What follows belongs to an exercise in optimizing a design on an open flow for small area, a short achievable clock period and few clock cycles per item; a production flow would make more cautious choices. Only simulation tests tie the RTL to the original design; equivalence was not proved. Power figures rest on the tool's default switching activity, not on a simulated workload.

==> flow/design.v, too long to show whole: its modules and the start of the top module <==
// module CONV: 1245 lines
module CONV (
  output logic        busy,
  output logic [11:0] iaddr,
  output logic        cwr,
  output logic [11:0] caddr_wr,
  output logic [19:0] cdata_wr,
  output logic        crd,
  output logic [11:0] caddr_rd,
  output logic [ 2:0] csel,
  input               clk,
  input               reset,
  input        [19:0] idata,
  input        [19:0] cdata_rd,
  input               ready
);
  // ...
==> flow/run.sh <==
#!/bin/bash
# synth_recipe.tcl (not shown) runs the flow's synth.tcl, then flattens the netlist and writes it again
# the make line also repeats each setting of config.mk as NAME=value (left out here)
make -C /OpenROAD-flow-scripts/flow DESIGN_CONFIG=/design/flow/config.mk WORK_HOME=/design/flow/orfs CLKGATE_MAP_FILE= SYNTH_SCRIPT=/design/flow/synth_recipe.tcl finish
==> flow/config.mk <==
export PLATFORM = sky130hd
export DESIGN_NAME = CONV
export DESIGN_NICKNAME = CONV
export VERILOG_FILES = /design/flow/design.v
export SDC_FILE = /design/flow/constraint.sdc
export NUM_CORES = 4
export LEC_CHECK = 0
export CAP_MARGIN = 20
export CORE_MARGIN = 2
export CORE_UTILIZATION = 40
export PLACE_DENSITY = 0.6
export SETUP_SLACK_MARGIN = 5
export SLEW_MARGIN = 20
export TNS_END_PERCENT = 100
==> flow/constraint.sdc <==
create_clock -name core_clock -period 9.5 [get_ports {clk}]
set_input_delay 1.9000 -clock core_clock [delete_from_list [all_inputs] [get_ports {clk}]]
set_output_delay 1.9000 -clock core_clock [all_outputs]
set_load 0.01 [all_outputs]
==> reports/summary.txt, run 1 <==
Worst hold path cell count = 1
Non-filler cells, final = 3660
Mean Syn Cell Area = 9.87 um2
Syn-to-layout area delta = 11.1%
Port bufs = 101
Critical path required time = 9.96 ns
Largest family of logic cells by synthesized area = adder cells
Flops & latches, synth = 364
Fill cell instance count of the final layout = 6290
Site row count = 95
Most common cell in the synthesized netlist = inv_1
Met1 Track Usage GR = 32.9%
Period Utilization, post-route = 45.1%
End of the critical path = C0[21]$_DFF_P_
CP bufs+invs = 4
Fmax = 233 MHz
Post-synth cell types = 71
Clk_buf instances = 54
Hold buffers post-CTS = 0
Yosys top cell by area = fa_1
Wire per inst = 22.1 um
Antenna cell count = 1
Switching Power = 2.53 mW
Vias in the first global route = 21500
Non-clk invs = 436
Comb power = 2.46 mW
Largest net degree at the start of global routing = 63
Slew HR = 26.7%
Via density = 5.67
Post-Synth Simple-Gate Area = 8.48%
Seq pwr share = 37.4%
Synth warnings = 1
GP Congestion = 0.929
Switching portion of total power = 38.5%
GRT Total Usage = 23.1%
TritonCTS clock tree = done
Status = timing/DRC/antenna clean
Worst-path clk slew = 0.06 ns
CP Launch Type = flip-flop
Testbench counts, summed over its fixed seeds: cycles 147,528, images 12.
==> run 2: changes to the inputs <==
--- a/flow/design.v
+++ b/flow/design.v
@@ -63,17 +63,17 @@
   assign n_co = fk - 6'd2;
   logic n_pool;
   assign n_pool = n_ov & n_ro[0];
   logic [2:0] r0, r1, r2;     
   logic [2:0] pe2;            
   logic       k0, k62;        
   logic [5:0] ro, co;
   logic       cwr_r, crd_r, l1w_r, rdq2;
-  logic       e1, e2, e3;     
+  logic       e1, e23, e4;    
   logic       last;
   always_ff @(posedge clk or posedge reset) begin
     if (reset) begin
       cwr_r <= 1'b0;
       crd_r <= 1'b0;
       l1w_r <= 1'b0;
       last  <= 1'b0;
     end else begin
@@ -89,18 +89,18 @@
     r2   <= run ? {r2[1:0], r2[2]} : 3'b001;
     pe2  <= {fq == 2'd2, fq == 2'd1, fq == 2'd0} & {3{fk != 6'd0}};
     k0   <= (fk == 6'd0);
     k62  <= (fk == 6'd62);
     ro   <= n_ro;
     co   <= n_co;
     rdq2 <= (fq == 2'd2);
     e1   <= n_pool & ~n_co[0] & (fq == 2'd1);
-    e2   <= n_pool & ~n_co[0] & (fq == 2'd2);
-    e3   <= n_pool & n_co[0] & (fq == 2'd1);
+    e23  <= n_pool & ((~n_co[0] & (fq == 2'd2)) | (n_co[0] & (fq == 2'd0)));
+    e4   <= n_pool & n_co[0] & (fq == 2'd1);
   end
   assign done = last;
   logic [19:0] P;
   logic [21:0] P3;
   logic [21:0] idata3;
   assign idata3 = {idata[19], idata, 1'b0} + {{2{idata[19]}}, idata};
   always_ff @(posedge clk) begin
     P  <= fvalid ? idata : 20'd0;
@@ -1221,25 +1221,26 @@
     C0 <= nc0;
     S1 <= ns1;
     C1 <= nc1;
     S2 <= ns2;
     C2 <= nc2;
   end
   logic [37:0] A2sum;
   assign A2sum = S2 + C2;
-  logic [19:0] Y, m;
-  logic [19:0] ma, mb, mx;
-  assign ma = e1 ? Y : m;
-  assign mb = e3 ? Y : cdata_rd;
-  assign mx = (mb > ma) ? mb : ma;
+  logic [19:0] Y, m, Rd;
+  logic [19:0] mb, mx;
+  assign mb = e4 ? Y : Rd;
+  assign mx = (mb > m) ? mb : m;
   always_ff @(posedge clk) begin
+    Rd <= cdata_rd;
     if (r2[0]) Y <= A2sum[37] ? 20'd0 : A2sum[35:16];
-    else if (e3) Y <= mx;
-    if (e1 | e2) m <= mx;
+    else if (e4) Y <= mx;
+    if (e1) m <= Y;
+    else if (e23) m <= mx;
   end
   assign cdata_wr = Y;
   assign cwr      = cwr_r;
   assign crd      = crd_r;
   assign csel     = {1'b0, l1w_r, 1'b1};
   assign caddr_rd = {ro[5:1], 1'b0, co[5:1], rdq2};
   assign caddr_wr = l1w_r ? {2'b00, ro[5:1], co[5:1]} : {ro, co};
 endmodule
==> flow/flow/run.sh (new file) <==
#!/bin/bash
set -euo pipefail
MARGIN=6.5
sed "s/SETUP_SLACK_MARGIN=[0-9.]*/SETUP_SLACK_MARGIN=$MARGIN/" standard.sh > standard_margin.sh
bash standard_margin.sh > flow.log 2>&1
==> flow/standard.sh (new file) <==
#!/bin/bash
# synth_recipe.tcl (not shown) runs the flow's synth.tcl, then flattens the netlist and writes it again
# the make line also repeats each setting of config.mk as NAME=value (left out here)
make -C /OpenROAD-flow-scripts/flow DESIGN_CONFIG=/design/flow/config.mk WORK_HOME=/design/flow/orfs CLKGATE_MAP_FILE= SYNTH_SCRIPT=/design/flow/synth_recipe.tcl "${@:-finish}"
removed: flow/run.sh
==> run 2 against run 1 <==
Effect of this change: via count up 6.7%; global-route usage is 2.6 points higher; sequential share of layout area fell by 1.7 points; total power increased by 9.0%; hold slack improved by 0.0042 ns; critical endpoint is now caddr_wr[0]; final cell count up 6.6%.
==> reports/summary.txt, run 2 <==
Status = timing/DRC/antenna clean
# H-tree levels = 2
Reg-to-reg slack, setup = 6.13 ns
I/O pins = 105
Asr flop ratio synth = 6.77%
CTS Sinks = 384
Worst stage delay on the critical path = 0.43 ns
Setup violators final = 0
Placed Area = 29300 um2
Site row count = 96 (+1.1%)
Hold buffers post-CTS = 0 (unchanged)
Crit Path Class = flip-flop to primary output
Initial DRT Pass Iterations = 6
First-pass GRT wire length = 139 mm
Commonest non-fill, non-tap cell in the layout = inv_1
Worst path arrival time = 1.63 ns
Worst-path clk slew = 0.06 ns (about the same)
Commonest non-fill, non-tap cells in the layout = inv_1, fa_1, dfxtp_1, nand2_1, buf_4
Max Slew Vio Count = 0
Vias = 22200
Syn-to-layout area delta = 24.7%
Hold Path Sink = r2[0]$_SDFF_PN1_
Final hold vios = 0
Post-synth cell types = 79 (+11%)
Total CTS buffers = 46
NumNets Final = 3511
Clk_skew = 0.0365 ns
Fmax = 283 MHz (+21%)
Hold path start = r2[2]$_SDFF_PN0_
EDFF count, synth = 40
Drt drc = 0
Global route total overflow = 0
Fin area = 34500 um2
Clk latency of the worst-skew pair = 0.62 ns
Die width = 267 um
Area contributors post-synth = fa_1, dfxtp_1, ha_1, inv_1, edfxtp_1
Area of the die = 71200 um2
Reg-to-reg endpoint = C0[16]$_DFF_P_
Hold Crit Class = flip-flop to flip-flop
CTS root buf = clkbuf_16
Pwr per Cell Area = 208 nW/um2
Crit-path cells = buf_6 > mux2_4 > buf_6
GRT Total Usage = 25.7% (+2.6 points)
Slew at the pin closest to its max-slew limit = 0.696 ns
Share of the synthesized area in the top cell type = 25.1%
R2R Path Start = P[15]$_SDFF_PN0_
Initial detailed-routing violation count = 2298
Post-synth top cells = inv_1, fa_1, dfxtp_1
Max VDD drop = 0.000156 V
Max cap viols = 0
Post-Syn Area = 27600 um2
Crit-path most repeated cell = buf_6
CP Launch Type = flip-flop
Wire per inst = 23.6 um (+6.6%)
Synth warnings = 1 (unchanged)
Initial core utilization = 40.4%
CP max FO = 6
Tmin final = 3.53 ns
Top_reg_cell synth = dfxtp_1
ANT nets after route = 0
Setup crit end kind = primary output
Register area share after synthesis = 29.7%
Port bufs = 101 (unchanged)
Antenna violations before repair = 2
Critical path required time = 7.60 ns (-2.36 ns)
R2R depth = 7
Mapped Cells = 2799
Critical Path Slowest Stage Cell = dfrtp_2
Via density = 5.68 (+0.15%)
Worst hold path cell count = 1 (unchanged)
Pleak = 15.0 nW
DP HPWL = 61.7 mm
Family with the most delay on the worst path = flip-flops
Die Ht = 267 um
Final Routed Wirelength = 92.1 mm
Flops & latches, synth = 384 (+5.5%)
Largest net degree at the start of global routing = 73 (+16%)
Fill cell instance count of the final layout = 6051 (-3.8%)
Vias in the first global route = 23000 (+6.6%)
Mean Syn Cell Area = 9.87 um2 (about the same)
Slew HR = 53.6% (+27 points)
Core area = 68500 um2
Most common cell in the synthesized netlist = inv_1
RSZ-0062 raised after global routing = true
Yosys top cell by area = fa_1
CP bufs+invs = 2 (-2)
Longest Clk Path Bufs = 3
Period Utilization, post-route = 37.2% (-7.9 points)
GP Congestion = 0.950 (+2.3%)
TritonCTS clock tree = done
Share of cells above drive strength 1 = 23.9%
Final Power = 7.17 mW
Fin Setup TNS = 0 ns
run 2: metrics by stage:
step	utilization (%)	hold WS (ns)	instances	worst slack [ns]
floorplan	-	0.386	2800	5.60
global placement	42.8	0.393	3620	4.83
detailed placement	42.8	0.397	3620	4.80
CTS	48.8	0.415	3844	5.88
global route	50.3	0.437	3900	5.85
finish	50.3	0.416	3901	5.97
run 2: area by class of cell:
type / instances / area (um2) / area share [%]
diodes: 1 / 2.50 / 0.00726
clock buffers: 64 / 1330 / 3.87
clock inverters: 20 / 283 / 0.821
inverters: 430 / 1740 / 5.05
multi-input cells: 1798 / 18200 / 52.9
flip-flops and latches: 384 / 8340 / 24.2
well taps: 882 / 1100 / 3.20
repair buffers: 319 / 3400 / 9.86
repair inverters: 3 / 23.8 / 0.0690
run 2: cell families (layout without fill, tap and decap cells):
group	Yosys count	after routing	share of synthesized area (%)
xor gates and xnor gates	60	60	1.93
muxes	125	125	4.82
adders and majority gates	486	486	31.4
AOI/OAI and AO/OA	602	602	14.9
buffers and inverters	619	836	8.65
other	2	4	0.0272
DFF	384	384	29.7
and+or+nand+nor	521	522	8.55
run 2: worst register-to-register path, stage by stage, from the launching register on:
cell	delay, ns
dfxtp_2	0.58
inv_1	0.30
a221oi_1	0.48
fa_1	0.52
fa_2	0.36
fa_1	0.51
inv_1	0.05
fa_1	0.46
run 2: worst max-delay path by stage:
stage | start | end | slack [ns] | depth (start not counted)
after global routing | idata[1] | P3[19]$_SDFF_PN0_ | 5.85 | 13
after CTS | idata[1] | P3[19]$_SDFF_PN0_ | 5.88 | 13
final | l1w_r$_DFF_PP0_ | caddr_wr[0] | 5.97 | 3
after floorplan | idata[0] | P3[19]$_SDFF_PN0_ | 5.60 | 12
after detailed placement | idata[1] | P3[19]$_SDFF_PN0_ | 4.80 | 13
after global placement | idata[1] | P3[19]$_SDFF_PN0_ | 4.83 | 13
run 2: where the power goes:
group / leakage [nW] / internal [mW] / switching (mW)
Combinational: 10.8 / 1.20 / 1.52
Clock: 0.772 / 1.11 / 0.779
Sequential: 3.40 / 2.11 / 0.450
Total: 15.0 / 4.42 / 2.75
run 2: repair_timing:
action                                  CTS  global route
pin swaps                                58            58
gates resized for setup                 606           159
setup buffers                           120            55
cloned                                   20             1
endpoints found under the setup margin  276           180
run 2: layer usage:
layer / global-route usage (%) / up-vias / wire (um)
met1: 34.9 / 10900 / 37900
met5: 0 / - / 11
li1: - / 9718 / -
met3: 7.07 / 282 / 9870
met2: 39.2 / 1268 / 40200
met4: 9.57 / 2 / 4100
Testbench counts of run 2, summed over its fixed seeds: cycles 147,528, images 12.
==> run 3: changes to the inputs <==
==> flow/flow/run.sh (replaced) <==
#!/bin/bash
set -euo pipefail
MARGIN=6
sed "s/SETUP_SLACK_MARGIN=[0-9.]*/SETUP_SLACK_MARGIN=$MARGIN/" standard.sh > standard_margin.sh
bash standard_margin.sh > flow.log 2>&1
==> run 3 against run 2 <==
Effect of this change: still clean on timing, DRC and antenna; non-clock buffer count down 133; clock-buffer cell count up 1; core utilization down 4.1 points; clock skew down 0.0088 ns; via count down 3.9%; wire length down 8.5%; critical path depth up 1; first-iteration DRC count down 2.6%; design area down 8.2%; die area unchanged; largest cell class unchanged; largest power group unchanged; highest routed layer is now met4.
==> reports/summary.txt, run 3 <==
Tmin final = 3.57 ns (+0.0441 ns)
# H-tree levels = 2 (unchanged)
Initial core utilization = 40.4% (unchanged)
Worst stage delay on the critical path = 0.43 ns (about the same)
Worst path arrival time = 1.67 ns (+0.04 ns)
Clk latency of the worst-skew pair = 0.59 ns (-0.03 ns)
Area contributors post-synth = fa_1, dfxtp_1, ha_1, inv_1, edfxtp_1
Non-filler cells, final = 3769 (-3.4%)
Most common cell in the synthesized netlist = inv_1
Critical Path Slowest Stage Cell = dfrtp_2
DP HPWL = 63.3 mm (+2.5%)
Pwr per Cell Area = 219 nW/um2 (+5.3%)
Final hold vios = 0 (unchanged)
Setup crit end kind = primary output
ANT nets after route = 0 (unchanged)
Fmax = 280 MHz (-1.2%)
Port bufs = 101 (unchanged)
Period Utilization, post-route = 37.6% (+0.46 points)
Setup crit start = l1w_r$_DFF_PP0_
Asr flop ratio synth = 6.77% (unchanged)
Slew at the pin closest to its max-slew limit = 1.13 ns (+0.435 ns)
Fill cell instance count of the final layout = 6436 (+6.4%)
Die Ht = 267 um (unchanged)
Share of the synthesized area in the top cell type = 25.1% (unchanged)
Crit-path cells = buf_6 > buf_4 > buf_4 > dlygate4sd2_1
Yosys top cell by area = fa_1
Mean Syn Cell Area = 9.87 um2 (unchanged)
Clk_skew = 0.0277 ns (-0.00880 ns)
CP bufs+invs = 4 (+2)
Vias = 21300 (-3.9%)
Vias in the first global route = 22000 (-4.4%)
Slew HR = 24.6% (-29 points)
Total CTS buffers = 47 (+2.2%)
Crit-path most repeated cell = buf_4
I/O pins = 105 (unchanged)
TritonCTS clock tree = done
Hold Crit Class = flip-flop to flip-flop
Final core utilization = 46.2% (-4.1 points)
Fin area = 31600 um2 (-8.2%)
GRT Total Usage = 23.5% (-2.2 points)
RSZ-0062 raised after global routing = true
Inst Count DP = 3620 (unchanged)
GP Congestion = 0.960 (+0.97%)
Commonest non-fill, non-tap cell in the layout = inv_1
Antenna violations before repair = 2 (unchanged)
Max Slew Vio Count = 0 (unchanged)
Top_reg_cell synth = dfxtp_1
Status = timing/DRC/antenna clean
Setup violators final = 0 (unchanged)
Site row count = 96 (unchanged)
R2R Path Start = r1[0]$_SDFF_PN1_
Fin Setup TNS = 0 ns (unchanged)
Pleak = 13.8 nW (-7.8%)
Critical path required time = 7.60 ns (about the same)
Hold path start = r2[2]$_SDFF_PN0_
Commonest non-fill, non-tap cells in the layout = inv_1, fa_1, dfxtp_1, nand2_1, nor2_1
Wire per inst = 22.3 um (-5.3%)
Longest Clk Path Bufs = 3 (unchanged)
Initial DRT Pass Iterations = 8 (+2)
CTS Sinks = 384 (unchanged)
Die width = 267 um (unchanged)
Max VDD drop = 0.000139 V (-11%)
Via density = 5.65 (-0.58%)
Placed Area = 29300 um2 (-0.13%)
Drt drc = 0 (unchanged)
First-pass GRT wire length = 128 mm (-7.6%)
Syn-to-layout area delta = 14.5%
CP Launch Type = flip-flop
Register area share after synthesis = 29.7% (unchanged)
Core area = 68500 um2 (unchanged)
Synth warnings = 1 (unchanged)
Global route total overflow = 0 (unchanged)
NumNets Final = 3379 (-3.8%)
Post-synth cell types = 79 (unchanged)
Initial detailed-routing violation count = 2239 (-2.6%)
Max cap viols = 0 (unchanged)
Pre-CTS setup slack = 4.82 ns (+0.0175 ns)
CTS root buf = clkbuf_16
Final Routed Wirelength = 84.2 mm (-8.5%)
Post-Syn Area = 27600 um2 (unchanged)
Mapped Cells = 2799 (unchanged)
Worst-path clk slew = 0.06 ns (about the same)
CP max FO = 4 (-2)
Crit Path Class = flip-flop to primary output
Flops & latches, synth = 384 (unchanged)
Share of cells above drive strength 1 = 12.4% (-11 points)
Final WS setup = 5.93 ns (-0.0441 ns)
Post-synth top cells = inv_1, fa_1, dfxtp_1
Area of the die = 71200 um2 (unchanged)
Family with the most delay on the worst path = buffers and inverters
EDFF count, synth = 40 (unchanged)
Largest net degree at the start of global routing = 64 (-12%)
Hold buffers post-CTS = 0 (unchanged)
## run 3: changes by cell type in the layout (fill, tap and decap cells not counted), sizes merged, moves of 3 or more
cell	change
buf	-167
clkdlybuf4s50	+41
bufbuf	-13
clkinv	+8
clkinvlp	-4
dlygate4sd2	+4
bufinv	-3
dlymetal6s2s	+3
## run 3: through the flow
| stage | total power, mW | hold WS [ns] |
|---|---|---|
| floorplan | 4.26 | 0.386 |
| global placement | 4.96 | 0.395 |
| detailed placement | 5.11 | 0.398 |
| CTS | 6.92 | 0.412 |
| global route | 7.44 | 0.442 |
| finish | 6.93 | 0.407 |
## run 3: logic make-up after synthesis
group / synth area share [%]
xor+xnor: 1.93
compound gates: 14.9
mux: 4.82
buf+inv: 8.65
simple gates: 8.55
flops: 29.7
other cells: 0.0272
fa+ha+maj: 31.4
## run 3: worst paths after layout
path,endpoint,slack (ns),cells past startpoint
worst max-delay path,csel[1],5.93,4
worst max register to register,C1[22]$_DFF_P_,6.06,9
max in group asynchronous,fk[0]$_DFFE_PP0P_,7.41,2
worst min register to register,r2[0]$_SDFF_PN1_,0.41,1
min in group asynchronous,crd_r$_DFF_PP0_,1.68,2
worst min-delay path,r2[0]$_SDFF_PN1_,0.41,1
## run 3: report_power, final
part,total (mW),leakage [nW],internal [mW],switching [mW]
sequential,2.57,3.39,2.12,0.457
combinational,2.58,9.68,1.12,1.46
clock,1.78,0.747,1.03,0.747
## run 3: area by class of cell
type / instances / area [um2] / share of cell area (%)
Timing Repair inverter: 4 / 27.5 / 0.0870
Multi-Input combinational cell: 1797 / 17300 / 54.6
Inverter: 430 / 1670 / 5.27
Clock buffer: 65 / 1360 / 4.30
Sequential cell: 384 / 8280 / 26.2
Tap cell: 882 / 1100 / 3.49
Clock inverter: 20 / 163 / 0.514
Timing Repair Buffer: 186 / 1750 / 5.53
Antenna cell: 1 / 2.50 / 0.00791
## run 3: timing repair
item / 4_1_cts / 5_1_grt
gates cloned: 4 / 2
endpoints found under the setup margin: 209 / 103
buffers inserted: 25 / 32
pin swaps: 18 / 25
resized for setup: 143 / 63
## run 3: layer usage
layer  up-vias  global-route usage, %  routed length [um]
li1       9437                      -                   -
met1     10500                   33.4               36100
met2      1140                   34.9               36300
met3       176                   6.15                9320
met4         0                   6.98                2510
met5         -                      0                   0

==> what the ideal ports hide <==
The results above use ideal ports. As a check the final layouts listed here were re-extracted and re-timed, cells and wires unchanged.
Step 1: set_driving_cell puts a clkbuf_16 on clk and a buf_2 on each other input, an assumption about the parent block.
Step 2 adds t to the input delays and takes it off the output delays; t is the mean of the earliest and latest rising clock arrival at the registers after step 1. Input paths then give back, and output paths get back, about the clock's delay inside the block.
Slacks: no drivers / after step 1 / after step 2; pairs: no drivers / after step 1.
run | shift t [ns] | setup WS [ns] | slew at the worst register clock pin (ns)
run 1 | 0.641 | 5.216 / 5.216 / 4.700 | 0.07 / 0.07
run 2 | 0.667 | 5.970 / 5.906 / 5.346 | 0.07 / 0.07
run 3 | 0.643 | 5.926 / 5.861 / 5.320 | 0.07 / 0.07
After both steps every run listed still meets setup and hold. The setup slack of run 2, which loses most, moves by -0.064 ns with the drivers and by -0.624 ns with both steps.
